Context: an optimization exercise on an open-source flow, tuned for small area and a short achievable clock period. The choices shown serve that exercise and are no tape-out recipe.
In this exercise RTL edits were held to simulation tests only and were not proved equivalent to the original.

==> inputs of v33 <==
==> flow/design.v <==
module rf_aoi3 (input  logic [2:0] s, d,
                output logic       y_n);
	assign y_n = ~|(s & d);
endmodule
module rf_aoi2 (input  logic [1:0] s, d,
                output logic       y_n);
	assign y_n = ~|(s & d);
endmodule
module rf_read (input  logic [30:0][61:0] regs,
                input  logic [63:0]       wd,
                input  logic [4:0]        ra,
                input  logic              byp, zero,
                output logic [63:0]       rd);
	logic [30:0] s;
	logic        sb;
	always_comb
		for (int i = 0; i < 31; i++)
			s[i] = ~zero & ~byp & (ra == i[4:0]);
	assign sb = ~zero & byp;
	for (genvar b = 0; b < 62; b++) begin : bit_
		logic [10:0] g_n;
		for (genvar k = 0; k < 10; k++) begin : grp
			rf_aoi3 u (.s(s[3*k +: 3]),
			           .d({regs[3*k+2][b], regs[3*k+1][b], regs[3*k][b]}),
			           .y_n(g_n[k]));
		end
		rf_aoi2 u10 (.s({sb, s[30]}), .d({wd[b], regs[30][b]}), .y_n(g_n[10]));
		assign rd[b] = ~&g_n;
	end
	assign rd[63:62] = {2{sb}} & wd[63:62];
endmodule
module regfile (input  logic        clk, we,
                input  logic [4:0]  wa,
                input  logic [63:0] wd,
                input  logic [4:0]  ra1, ra2,
                input  logic        byp1, byp2,
                input  logic        zero1, zero2,
                output logic [63:0] rd1, rd2);
	logic [30:0][61:0] regs;
	always_ff @(posedge clk)
		for (int i = 0; i < 31; i++)
			if (we && wa == i[4:0]) regs[i] <= wd[61:0];
	rf_read port1 (.regs(regs), .wd(wd), .ra(ra1), .byp(byp1), .zero(zero1), .rd(rd1));
	rf_read port2 (.regs(regs), .wd(wd), .ra(ra2), .byp(byp2), .zero(zero2), .rd(rd2));
endmodule
module processor_arm #(parameter N = 64)
							(input logic CLOCK_50, reset,
							input logic [31:0] IM_readData,
							input logic [N-1:0] DM_readData,
							output logic [N-1:0] IM_addr,
							output logic [N-1:0] DM_writeData, DM_addr,
							output logic DM_writeEnable, DM_readEnable);
	logic clk;
	assign clk = CLOCK_50;
	logic [63:0] pcF, tgtM;
	logic pcSrc;
	always_ff @(posedge clk)
		if (reset) pcF <= 64'd0;
		else if (pcSrc) pcF <= tgtM;
		else pcF <= pcF + 64'd4;
	assign IM_addr = pcF;
	logic [31:0] insF;
	logic [10:0] opF;
	logic isLDUR, isSTUR, isCBZ, isBC, isADD, isSUB, isAND, isORR, isADDS, isSUBS;
	logic isR, isMem, isBr, reg2loc;
	assign insF   = reset ? 32'd0 : IM_readData;
	assign opF    = insF[31:21];
	assign isLDUR = (opF == 11'b11111000010);
	assign isSTUR = (opF == 11'b11111000000);
	assign isCBZ  = (opF[10:3] == 8'b10110100);
	assign isBC   = (opF[10:3] == 8'b01010100);
	assign isADD  = (opF == 11'b10001011000);
	assign isSUB  = (opF == 11'b11001011000);
	assign isAND  = (opF == 11'b10001010000);
	assign isORR  = (opF == 11'b10101010000);
	assign isADDS = (opF == 11'b10101011000);
	assign isSUBS = (opF == 11'b11101011000);
	assign isR    = isADD | isSUB | isAND | isORR | isADDS | isSUBS;
	assign isMem  = isLDUR | isSTUR;
	assign isBr   = isCBZ | isBC;
	assign reg2loc = isSTUR | isBr;
	logic [1:0] aluF;
	assign aluF = (isSUB | isSUBS)        ? 2'b01 :
	              isAND                   ? 2'b10 :
	              (isORR | isBr)          ? 2'b11 : 2'b00;
	logic [18:0] offF;
	assign offF = isMem ? {{10{insF[20]}}, insF[20:12]} :
	              isBr  ? insF[23:5] : 19'd0;
	logic [63:0] wdW;
	logic [4:0]  rdW, rdM;
	logic        regWriteW, nzW, nzM;
	logic [4:0]  ra1F, ra2F;
	logic        nzWn, z1F, z2F, b1F, b2F;
	assign ra1F = insF[9:5];
	assign ra2F = reg2loc ? insF[4:0] : insF[20:16];
	assign nzWn = ~reset & nzM;
	assign z1F = (ra1F == 5'd31) | (~nzWn & (ra1F == 5'd0)) | isCBZ;
	assign z2F = (ra2F == 5'd31) | (~nzWn & (ra2F == 5'd0)) | isBC;
	assign b1F = nzWn & (rdM == ra1F);
	assign b2F = nzWn & (rdM == ra2F);
	logic [63:0] pcD;
	logic [18:0] offD;
	logic [4:0]  ra1D, ra2D, rdD;
	logic [1:0]  aluD;
	logic        z1D, z2D, b1D, b2D, memD, ldD, stD, brD, wfD, rwD;
	always_ff @(posedge clk) begin
		pcD  <= pcF;
		offD <= offF;
		ra1D <= ra1F;
		ra2D <= ra2F;
		rdD  <= insF[4:0];
		z1D  <= z1F;
		z2D  <= z2F;
		b1D  <= b1F & ~z1F;
		b2D  <= b2F & ~z2F;
		aluD <= aluF;
		memD <= isMem;
		ldD  <= isLDUR;
		stD  <= isSTUR;
		brD  <= isBr;
		wfD  <= isADDS | isSUBS;
		rwD  <= isLDUR | isR;
	end
	logic [63:0] tgtD;
	assign tgtD = pcD + {{43{offD[18]}}, offD, 2'b00};
	logic [63:0] rd1, rd2;
	regfile registers (.clk(clk), .we(regWriteW), .wa(rdW), .wd(wdW),
	                   .ra1(ra1D), .ra2(ra2D), .byp1(b1D), .byp2(b2D),
	                   .zero1(z1D), .zero2(z2D), .rd1(rd1), .rd2(rd2));
	logic [63:0] aE, r2E, tgtE;
	logic [8:0]  immE;
	logic [4:0]  rdE;
	logic [1:0]  aluE;
	logic        memE, regWriteE, memReadE, memWriteE, branchE, wfE, nzE;
	always_ff @(posedge clk) begin
		aE   <= rd1;
		r2E  <= rd2;
		tgtE <= tgtD;
		immE <= offD[8:0];
		rdE  <= rdD;
		aluE <= aluD;
		memE <= memD;
		if (reset) begin
			regWriteE <= 1'b0; memReadE <= 1'b0; memWriteE <= 1'b0;
			branchE <= 1'b0; wfE <= 1'b0; nzE <= 1'b0;
		end else begin
			regWriteE <= rwD;
			memReadE  <= ldD;
			memWriteE <= stD;
			branchE   <= brD;
			wfE       <= wfD;
			nzE       <= 1'b1;
		end
	end
	logic [63:0] bE, bxE, resE;
	logic [64:0] sumE;
	logic        subE, cE, vE, bzE;
	assign bE   = memE ? {{55{immE[8]}}, immE} : r2E;
	assign subE = (aluE == 2'b01);
	assign bxE  = subE ? ~bE : bE;
	assign sumE = {1'b0, aE} + {1'b0, bxE} + {64'd0, subE};
	always_comb
		case (aluE)
			2'b10:   resE = aE & bE;
			2'b11:   resE = aE | bE;
			default: resE = sumE[63:0];
		endcase
	assign cE  = sumE[64] ^ subE;
	assign vE  = ~(aE[63] ^ bE[63]) & (sumE[63] ^ aE[63]);
	assign bzE = branchE & ~|(aE | bE);
	logic [63:0] resM, wM;
	logic        vM, cM, regWriteM, memReadM, memWriteM, wfM, bzM;
	always_ff @(posedge clk) begin
		resM <= resE;
		wM   <= r2E;
		tgtM <= tgtE;
		rdM  <= rdE;
		vM   <= vE;
		cM   <= cE;
		if (reset) begin
			regWriteM <= 1'b0; memReadM <= 1'b0; memWriteM <= 1'b0;
			wfM <= 1'b0; bzM <= 1'b0; nzM <= 1'b0;
		end else begin
			regWriteM <= regWriteE;
			memReadM  <= memReadE;
			memWriteM <= memWriteE;
			wfM       <= wfE;
			bzM       <= bzE;
			nzM       <= nzE;
		end
	end
	assign DM_addr        = resM;
	assign DM_writeData   = wM;
	assign DM_writeEnable = memWriteM;
	assign DM_readEnable  = memReadM;
	logic zM, condM;
	assign zM = (resM == 64'd0);
	always_comb
		case (rdE)
			5'b00000: condM = vM;
			5'b00001: condM = ~vM;
			5'b00011: condM = 1'b1;
			5'b00100: condM = cM;
			5'b00101: condM = ~cM;
			5'b00110: condM = zM;
			5'b00111: condM = ~zM;
			5'b01001: condM = 1'b1;
			5'b01010: condM = (cM == zM);
			5'b01011: condM = (cM != zM);
			5'b01100: condM = ~vM & (cM == zM);
			5'b01101: condM = vM | (cM != zM);
			default:  condM = 1'b0;
		endcase
	logic wfW, condW;
	always_ff @(posedge clk) begin
		condW <= condM;
		if (reset) wfW <= 1'b0;
		else wfW <= wfM;
	end
	assign pcSrc = wfW ? condW : bzM;
	always_ff @(posedge clk) begin
		wdW <= memReadM ? DM_readData : resM;
		rdW <= rdM;
		if (reset) begin
			regWriteW <= 1'b0; nzW <= 1'b0;
		end else begin
			regWriteW <= regWriteM;
			nzW       <= nzM;
		end
	end
endmodule
==> flow/run.sh <==
#!/bin/bash
# synth_recipe.tcl (not shown) runs the flow's synth.tcl, then flattens the netlist and writes it again
# the make line also repeats each setting of config.mk as NAME=value (left out here)
make -C /OpenROAD-flow-scripts/flow DESIGN_CONFIG=/design/flow/config.mk WORK_HOME=/design/flow/orfs CLKGATE_MAP_FILE= SYNTH_SCRIPT=/design/flow/synth_recipe.tcl finish
==> flow/config.mk <==
export PLATFORM = sky130hd
export DESIGN_NAME = processor_arm
export DESIGN_NICKNAME = processor_arm
export VERILOG_FILES = /design/flow/design.v
export SDC_FILE = /design/flow/constraint.sdc
export NUM_CORES = 4
export LEC_CHECK = 0
export ABC_CLOCK_PERIOD_IN_PS = 3000
export CAP_MARGIN = 20
export CORE_MARGIN = 2
export CORE_UTILIZATION = 45
export CTS_CLUSTER_DIAMETER = 100
export CTS_CLUSTER_SIZE = 30
export SETUP_SLACK_MARGIN = 5
export SLEW_MARGIN = 20
export SYNTH_HIERARCHICAL = 1
==> flow/constraint.sdc <==
create_clock -name core_clock -period 9.0 [get_ports {CLOCK_50}]
set_input_delay 1.8000 -clock core_clock [delete_from_list [all_inputs] [get_ports {CLOCK_50}]]
set_output_delay 1.8000 -clock core_clock [all_outputs]
set_load 0.01 [all_outputs]
==> inputs of v30, as changes to v33 <==
--- a/flow/design.v
+++ b/flow/design.v
@@ -1 +1,38 @@
+module pg_black (input  logic gh, ph, gl, pl,
+                 output logic g, p);
+	assign g = gh | (ph & gl);
+	assign p = ph & pl;
+endmodule
+module pg_gray (input  logic gh, ph, gl,
+                output logic g);
+	assign g = gh | (ph & gl);
+endmodule
+module adder #(parameter N = 64)
+					(input  logic [N-1:0] a, b,
+					 output logic [N-1:0] y,
+					 output logic         cout);
+	localparam L = 6;    
+	logic [N-1:0] g [0:L];
+	logic [N-1:0] p [0:L];
+	logic [N-1:0] hp;
+	assign hp   = a ^ b;
+	assign g[0] = a & b;
+	assign p[0] = hp;
+	for (genvar l = 0; l < L; l++) begin : lvl
+		for (genvar i = 0; i < N; i++) begin : bit_
+			if (i >= (2 << l)) begin : blk
+				pg_black c (.gh(g[l][i]), .ph(p[l][i]), .gl(g[l][i - (1 << l)]), .pl(p[l][i - (1 << l)]),
+				            .g(g[l+1][i]), .p(p[l+1][i]));
+			end else if (i >= (1 << l)) begin : gry
+				pg_gray c (.gh(g[l][i]), .ph(p[l][i]), .gl(g[l][i - (1 << l)]), .g(g[l+1][i]));
+				assign p[l+1][i] = 1'b0;
+			end else begin : pas
+				assign g[l+1][i] = g[l][i];
+				assign p[l+1][i] = 1'b0;
+			end
+		end
+	end
+	assign y    = hp ^ {g[L][N-2:0], 1'b0};
+	assign cout = g[L][N-1];
+endmodule
 module rf_aoi3 (input  logic [2:0] s, d,
@@ -65,3 +102,3 @@
 	logic isR, isMem, isBr, reg2loc;
-	assign insF   = reset ? 32'd0 : IM_readData;
+	assign insF   = IM_readData;
 	assign opF    = insF[31:21];
@@ -91,11 +128,17 @@
 	logic        regWriteW, nzW, nzM;
-	logic [4:0]  ra1F, ra2F;
-	logic        nzWn, z1F, z2F, b1F, b2F;
+	logic [4:0]  ra1F, ra2F, raA, raB;
+	logic        nzWn, z1F, z2F, b1F, b2F, zA, zB, eqA, eqB;
 	assign ra1F = insF[9:5];
-	assign ra2F = reg2loc ? insF[4:0] : insF[20:16];
-	assign nzWn = ~reset & nzM;
+	assign raA  = insF[4:0];
+	assign raB  = insF[20:16];
+	assign ra2F = reg2loc ? raA : raB;
+	assign nzWn = nzM;
 	assign z1F = (ra1F == 5'd31) | (~nzWn & (ra1F == 5'd0)) | isCBZ;
-	assign z2F = (ra2F == 5'd31) | (~nzWn & (ra2F == 5'd0)) | isBC;
-	assign b1F = nzWn & (rdM == ra1F);
-	assign b2F = nzWn & (rdM == ra2F);
+	assign zA  = (raA == 5'd31) | (~nzWn & (raA == 5'd0));
+	assign zB  = (raB == 5'd31) | (~nzWn & (raB == 5'd0));
+	assign z2F = isBC | (reg2loc ? zA : zB);
+	assign eqA = (rdM == raA);
+	assign eqB = (rdM == raB);
+	assign b1F = nzWn & (rdM == ra1F) & ~z1F;
+	assign b2F = nzWn & (reg2loc ? eqA : eqB) & ~z2F;
 	logic [63:0] pcD;
@@ -110,17 +153,25 @@
 		ra2D <= ra2F;
-		rdD  <= insF[4:0];
-		z1D  <= z1F;
-		z2D  <= z2F;
-		b1D  <= b1F & ~z1F;
-		b2D  <= b2F & ~z2F;
 		aluD <= aluF;
-		memD <= isMem;
-		ldD  <= isLDUR;
-		stD  <= isSTUR;
-		brD  <= isBr;
-		wfD  <= isADDS | isSUBS;
-		rwD  <= isLDUR | isR;
-	end
-	logic [63:0] tgtD;
-	assign tgtD = pcD + {{43{offD[18]}}, offD, 2'b00};
+		if (reset) begin
+			rdD <= 5'd0;
+			z1D <= 1'b1; z2D <= 1'b1; b1D <= 1'b0; b2D <= 1'b0;
+			memD <= 1'b0; ldD <= 1'b0; stD <= 1'b0; brD <= 1'b0; wfD <= 1'b0; rwD <= 1'b0;
+		end else begin
+			rdD  <= insF[4:0];
+			z1D  <= z1F;
+			z2D  <= z2F;
+			b1D  <= b1F;
+			b2D  <= b2F;
+			memD <= isMem;
+			ldD  <= isLDUR;
+			stD  <= isSTUR;
+			brD  <= isBr;
+			wfD  <= isADDS | isSUBS;
+			rwD  <= isLDUR | isR;
+		end
+	end
+	logic [19:0] tgtLoD;
+	logic [1:0]  tgtAdjD;
+	assign tgtLoD  = {1'b0, pcD[20:2]} + {1'b0, offD};
+	assign tgtAdjD = {~tgtLoD[19] & offD[18], tgtLoD[19] ^ offD[18]};
 	logic [63:0] rd1, rd2;
@@ -129,15 +180,21 @@
 	                   .zero1(z1D), .zero2(z2D), .rd1(rd1), .rd2(rd2));
-	logic [63:0] aE, r2E, tgtE;
-	logic [8:0]  immE;
+	logic [63:0] aD, bD;
+	assign aD = rd1 ^ {64{aluD == 2'b01}};
+	assign bD = memD ? {{55{offD[8]}}, offD[8:0]} : rd2;
+	logic [63:0] aE, bE, wE;
+	logic [42:0] pcHiE;
+	logic [20:0] tgtLoE;
+	logic [1:0]  tgtAdjE;
 	logic [4:0]  rdE;
 	logic [1:0]  aluE;
-	logic        memE, regWriteE, memReadE, memWriteE, branchE, wfE, nzE;
-	always_ff @(posedge clk) begin
-		aE   <= rd1;
-		r2E  <= rd2;
-		tgtE <= tgtD;
-		immE <= offD[8:0];
+	logic        regWriteE, memReadE, memWriteE, branchE, wfE, nzE;
+	always_ff @(posedge clk) begin
+		aE   <= aD;
+		bE   <= bD;
+		wE   <= rd2;
+		pcHiE   <= pcD[63:21];
+		tgtLoE  <= {tgtLoD[18:0], pcD[1:0]};
+		tgtAdjE <= tgtAdjD;
 		rdE  <= rdD;
 		aluE <= aluD;
-		memE <= memD;
 		if (reset) begin
@@ -154,9 +211,27 @@
 	end
-	logic [63:0] bE, bxE, resE;
+	logic [63:0] tgtE;
+	logic [42:0] allOne [0:6];
+	logic [42:0] allZero [0:6];
+	assign allOne[0]  = {pcHiE[41:0], 1'b1};
+	assign allZero[0] = {~pcHiE[41:0], 1'b1};
+	for (genvar l = 0; l < 6; l++) begin : pfx
+		for (genvar i = 0; i < 43; i++) begin : b_
+			if (i >= (1 << l)) begin : m
+				assign allOne[l+1][i]  = allOne[l][i] & allOne[l][i - (1 << l)];
+				assign allZero[l+1][i] = allZero[l][i] & allZero[l][i - (1 << l)];
+			end else begin : k
+				assign allOne[l+1][i]  = allOne[l][i];
+				assign allZero[l+1][i] = allZero[l][i];
+			end
+		end
+	end
+	assign tgtE = {pcHiE ^ ({43{tgtAdjE[0] & ~tgtAdjE[1]}} & allOne[6] |
+	                        {43{tgtAdjE[0] &  tgtAdjE[1]}} & allZero[6]), tgtLoE};
+	logic [63:0] resE;
 	logic [64:0] sumE;
 	logic        subE, cE, vE, bzE;
-	assign bE   = memE ? {{55{immE[8]}}, immE} : r2E;
+	logic [64:0] sE;
 	assign subE = (aluE == 2'b01);
-	assign bxE  = subE ? ~bE : bE;
-	assign sumE = {1'b0, aE} + {1'b0, bxE} + {64'd0, subE};
+	adder #(64) alu_add (.a(aE), .b(bE), .y(sE[63:0]), .cout(sE[64]));
+	assign sumE = {sE[64], sE[63:0] ^ {64{subE}}};
 	always_comb
@@ -167,6 +242,6 @@
 		endcase
-	assign cE  = sumE[64] ^ subE;
-	assign vE  = ~(aE[63] ^ bE[63]) & (sumE[63] ^ aE[63]);
+	assign cE  = sumE[64];
+	assign vE  = ~(aE[63] ^ subE ^ bE[63]) & (sumE[63] ^ aE[63] ^ subE);
 	assign bzE = branchE & ~|(aE | bE);
-	logic [63:0] resM, wM;
+	logic [63:0] resM, addrM, wM;
 	logic        vM, cM, regWriteM, memReadM, memWriteM, wfM, bzM;
@@ -174,3 +249,4 @@
 		resM <= resE;
-		wM   <= r2E;
+		addrM <= resE & {64{memReadE | memWriteE}};
+		wM   <= wE;
 		tgtM <= tgtE;
@@ -191,3 +267,3 @@
 	end
-	assign DM_addr        = resM;
+	assign DM_addr        = addrM;
 	assign DM_writeData   = wM;
==> flow/flow/run.sh (new file) <==
#!/bin/bash
set -euo pipefail
bash standard.sh \
  'BUFFER_PORTS_ARGS=-inputs -outputs -buffer_cell sky130_fd_sc_hd__buf_2' \
  SETUP_SLACK_MARGIN=5.9 \
  finish > standard.log 2>&1
==> flow/standard.sh (new file) <==
#!/bin/bash
# synth_recipe.tcl (not shown) runs the flow's synth.tcl, then flattens the netlist and writes it again
# the make line also repeats each setting of config.mk as NAME=value (left out here)
make -C /OpenROAD-flow-scripts/flow DESIGN_CONFIG=/design/flow/config.mk WORK_HOME=/design/flow/orfs CLKGATE_MAP_FILE= SYNTH_SCRIPT=/design/flow/synth_recipe.tcl "${@:-finish}"
- ABC_CLOCK_PERIOD_IN_PS: 3000 -> unset
- CAP_MARGIN: 20 -> 10
- CORE_UTILIZATION: 45 -> 52
- PLACE_DENSITY: unset -> 0.62
- SETUP_SLACK_MARGIN: 5 -> unset
- SLEW_MARGIN: 20 -> 10
removed: flow/run.sh
==> inputs of v10, as changes to v33 <==
--- a/flow/design.v
+++ b/flow/design.v
@@ -65,3 +65,3 @@
 	logic isR, isMem, isBr, reg2loc;
-	assign insF   = reset ? 32'd0 : IM_readData;
+	assign insF   = IM_readData;
 	assign opF    = insF[31:21];
@@ -91,11 +91,17 @@
 	logic        regWriteW, nzW, nzM;
-	logic [4:0]  ra1F, ra2F;
-	logic        nzWn, z1F, z2F, b1F, b2F;
+	logic [4:0]  ra1F, ra2F, raA, raB;
+	logic        nzWn, z1F, z2F, b1F, b2F, zA, zB, eqA, eqB;
 	assign ra1F = insF[9:5];
-	assign ra2F = reg2loc ? insF[4:0] : insF[20:16];
-	assign nzWn = ~reset & nzM;
+	assign raA  = insF[4:0];
+	assign raB  = insF[20:16];
+	assign ra2F = reg2loc ? raA : raB;
+	assign nzWn = nzM;
 	assign z1F = (ra1F == 5'd31) | (~nzWn & (ra1F == 5'd0)) | isCBZ;
-	assign z2F = (ra2F == 5'd31) | (~nzWn & (ra2F == 5'd0)) | isBC;
-	assign b1F = nzWn & (rdM == ra1F);
-	assign b2F = nzWn & (rdM == ra2F);
+	assign zA  = (raA == 5'd31) | (~nzWn & (raA == 5'd0));
+	assign zB  = (raB == 5'd31) | (~nzWn & (raB == 5'd0));
+	assign z2F = isBC | (reg2loc ? zA : zB);
+	assign eqA = (rdM == raA);
+	assign eqB = (rdM == raB);
+	assign b1F = nzWn & (rdM == ra1F) & ~z1F;
+	assign b2F = nzWn & (reg2loc ? eqA : eqB) & ~z2F;
 	logic [63:0] pcD;
@@ -110,14 +116,20 @@
 		ra2D <= ra2F;
-		rdD  <= insF[4:0];
-		z1D  <= z1F;
-		z2D  <= z2F;
-		b1D  <= b1F & ~z1F;
-		b2D  <= b2F & ~z2F;
 		aluD <= aluF;
-		memD <= isMem;
-		ldD  <= isLDUR;
-		stD  <= isSTUR;
-		brD  <= isBr;
-		wfD  <= isADDS | isSUBS;
-		rwD  <= isLDUR | isR;
+		if (reset) begin
+			rdD <= 5'd0;
+			z1D <= 1'b1; z2D <= 1'b1; b1D <= 1'b0; b2D <= 1'b0;
+			memD <= 1'b0; ldD <= 1'b0; stD <= 1'b0; brD <= 1'b0; wfD <= 1'b0; rwD <= 1'b0;
+		end else begin
+			rdD  <= insF[4:0];
+			z1D  <= z1F;
+			z2D  <= z2F;
+			b1D  <= b1F;
+			b2D  <= b2F;
+			memD <= isMem;
+			ldD  <= isLDUR;
+			stD  <= isSTUR;
+			brD  <= isBr;
+			wfD  <= isADDS | isSUBS;
+			rwD  <= isLDUR | isR;
+		end
 	end
@@ -129,15 +141,15 @@
 	                   .zero1(z1D), .zero2(z2D), .rd1(rd1), .rd2(rd2));
-	logic [63:0] aE, r2E, tgtE;
-	logic [8:0]  immE;
+	logic [63:0] bD;
+	assign bD = (memD ? {{55{offD[8]}}, offD[8:0]} : rd2) ^ {64{aluD == 2'b01}};
+	logic [63:0] aE, bE, wE, tgtE;
 	logic [4:0]  rdE;
 	logic [1:0]  aluE;
-	logic        memE, regWriteE, memReadE, memWriteE, branchE, wfE, nzE;
+	logic        regWriteE, memReadE, memWriteE, branchE, wfE, nzE;
 	always_ff @(posedge clk) begin
 		aE   <= rd1;
-		r2E  <= rd2;
+		bE   <= bD;
+		wE   <= rd2;
 		tgtE <= tgtD;
-		immE <= offD[8:0];
 		rdE  <= rdD;
 		aluE <= aluD;
-		memE <= memD;
 		if (reset) begin
@@ -154,9 +166,7 @@
 	end
-	logic [63:0] bE, bxE, resE;
+	logic [63:0] resE;
 	logic [64:0] sumE;
 	logic        subE, cE, vE, bzE;
-	assign bE   = memE ? {{55{immE[8]}}, immE} : r2E;
 	assign subE = (aluE == 2'b01);
-	assign bxE  = subE ? ~bE : bE;
-	assign sumE = {1'b0, aE} + {1'b0, bxE} + {64'd0, subE};
+	assign sumE = {1'b0, aE} + {1'b0, bE} + {64'd0, subE};
 	always_comb
@@ -168,3 +178,3 @@
 	assign cE  = sumE[64] ^ subE;
-	assign vE  = ~(aE[63] ^ bE[63]) & (sumE[63] ^ aE[63]);
+	assign vE  = ~(aE[63] ^ bE[63] ^ subE) & (sumE[63] ^ aE[63]);
 	assign bzE = branchE & ~|(aE | bE);
@@ -174,3 +184,3 @@
 		resM <= resE;
-		wM   <= r2E;
+		wM   <= wE;
 		tgtM <= tgtE;
==> flow/flow/run.sh (new file) <==
#!/bin/bash
set -euo pipefail
bash standard.sh SETUP_SLACK_MARGIN=5.7 finish > standard.log 2>&1
==> flow/standard.sh (new file) <==
#!/bin/bash
# synth_recipe.tcl (not shown) runs the flow's synth.tcl, then flattens the netlist and writes it again
# the make line also repeats each setting of config.mk as NAME=value (left out here)
make -C /OpenROAD-flow-scripts/flow DESIGN_CONFIG=/design/flow/config.mk WORK_HOME=/design/flow/orfs CLKGATE_MAP_FILE= SYNTH_SCRIPT=/design/flow/synth_recipe.tcl "${@:-finish}"
- ABC_CLOCK_PERIOD_IN_PS: 3000 -> unset
- SETUP_SLACK_MARGIN: 5 -> unset
removed: flow/run.sh
==> impl_metrics.env <==
export IMPL_antennaDiodeCount=19
export IMPL_areaGrowthSynthToFinish_pct=12.7
export IMPL_power_frac_clock=0.253
export IMPL_cts_buffers=104
export IMPL_crit_family="flip-flops"
export IMPL_final_cell_mix="1922 x edfxtp_1, 1240 x a222oi_1, 636 x dfxtp_1"
export IMPL_status="complete, no violations"
export IMPL_min_from="tgtE[52]$_DFF_P_"
export IMPL_drive_gt1_frac=0.111
export IMPL_grt_usage=0.366
export IMPL_rr_startpoint="memE$_DFF_P_"
export IMPL_worstSetupEndpoint="DM_addr[63]"
export IMPL_p_sw_mw=7.02
export IMPL_p_int_mw=17.8
export IMPL_grt_met3_usage=0.110
export IMPL_setup_slack_ns=4.98
The numbers above come from v33.

==> impl_metrics.env <==
export IMPL_largest_register="registers.regs"
export IMPL_areaGrowthSynthToFinish_pct=14.3
export IMPL_drv_cap=0
export IMPL_p_sw_mw=6.65
export IMPL_overflow=0
export IMPL_drive_gt1_frac=0.170
export IMPL_antennaDiodeCount=17
export IMPL_power_frac_clock=0.271
export IMPL_cts_buffers=110
export IMPL_status="complete, no violations"
export IMPL_grt_usage=0.359
export IMPL_synth_net_count=7176
export IMPL_grt_met3_usage=0.142
export IMPL_crit_family="buffers and inverters"
export IMPL_rr_startpoint="z2D$_SDFF_PP1_"
export IMPL_worstSetupEndpoint="bE[32]$_DFF_P_"
export IMPL_final_cell_mix="1922 x edfxtp_1, 1240 x a222oi_1, 560 x dfxtp_1"
export IMPL_setup_slack_ns=5.59
The numbers above come from v10.

==> impl_metrics.env <==
export IMPL_status="complete, no violations"
export IMPL_grt_antenna_before_repair=31
export IMPL_power_frac_clock=0.261
export IMPL_p_int_mw=17.8
export IMPL_synth_top_family_by_area="compound AO/OA/AOI/OAI gates"
export IMPL_dr_pass1_iters=15
export IMPL_num_nonclk_buffers=644
export IMPL_worstSetupEndpoint="DM_readEnable"
export IMPL_antennaDiodeCount=21
export IMPL_overflow=0
export IMPL_grt_usage=0.424
export IMPL_p_sw_mw=6.38
export IMPL_drive_gt1_frac=0.185
export IMPL_cts_buffers=104
export IMPL_cp_depth=1
export IMPL_start_util=0.525
export IMPL_setup_slack_ns=5.79
export IMPL_synth_top_flop_cell="edfxtp_1"
export IMPL_grt_met3_usage=0.167
export IMPL_min_path_type="reg -> reg"
export IMPL_min_from="wE[4]$_DFF_P_"
export IMPL_areaGrowthSynthToFinish_pct=12.7
The numbers above come from v30.

==> port drivers added, routing unchanged <==
How much do the figures lean on ideal ports? The routed layouts below were timed once more, with nothing changed but the port constraints. Step 1: set_driving_cell puts a clkbuf_16 on CLOCK_50 and a buf_2 on each other input, an assumption about the parent block. Step 2 moves the port delays by t, midway between the first and last clock arrival at a register: inputs arrive t later, outputs are due t later. That takes back most of the time a late clock gives input paths. a / b / c = ideal / step 1 / step 2; a / b = the first two.
run	t, ns	slack for setup (ns)	worst setup path after step 2	worst data-port slew with drivers (ns)
v33	0.913	4.982 / 4.890 / 4.291	input to register	0.08
v30	0.923	5.787 / 5.696 / 5.057	input to register	0.09
v10	0.936	5.586 / 5.586 / 4.893	input to register	0.06
After both steps setup and hold are still met in every run listed. For v30, which loses most, drivers alone change the setup slack by -0.091 ns; drivers and shift together by -0.730 ns.
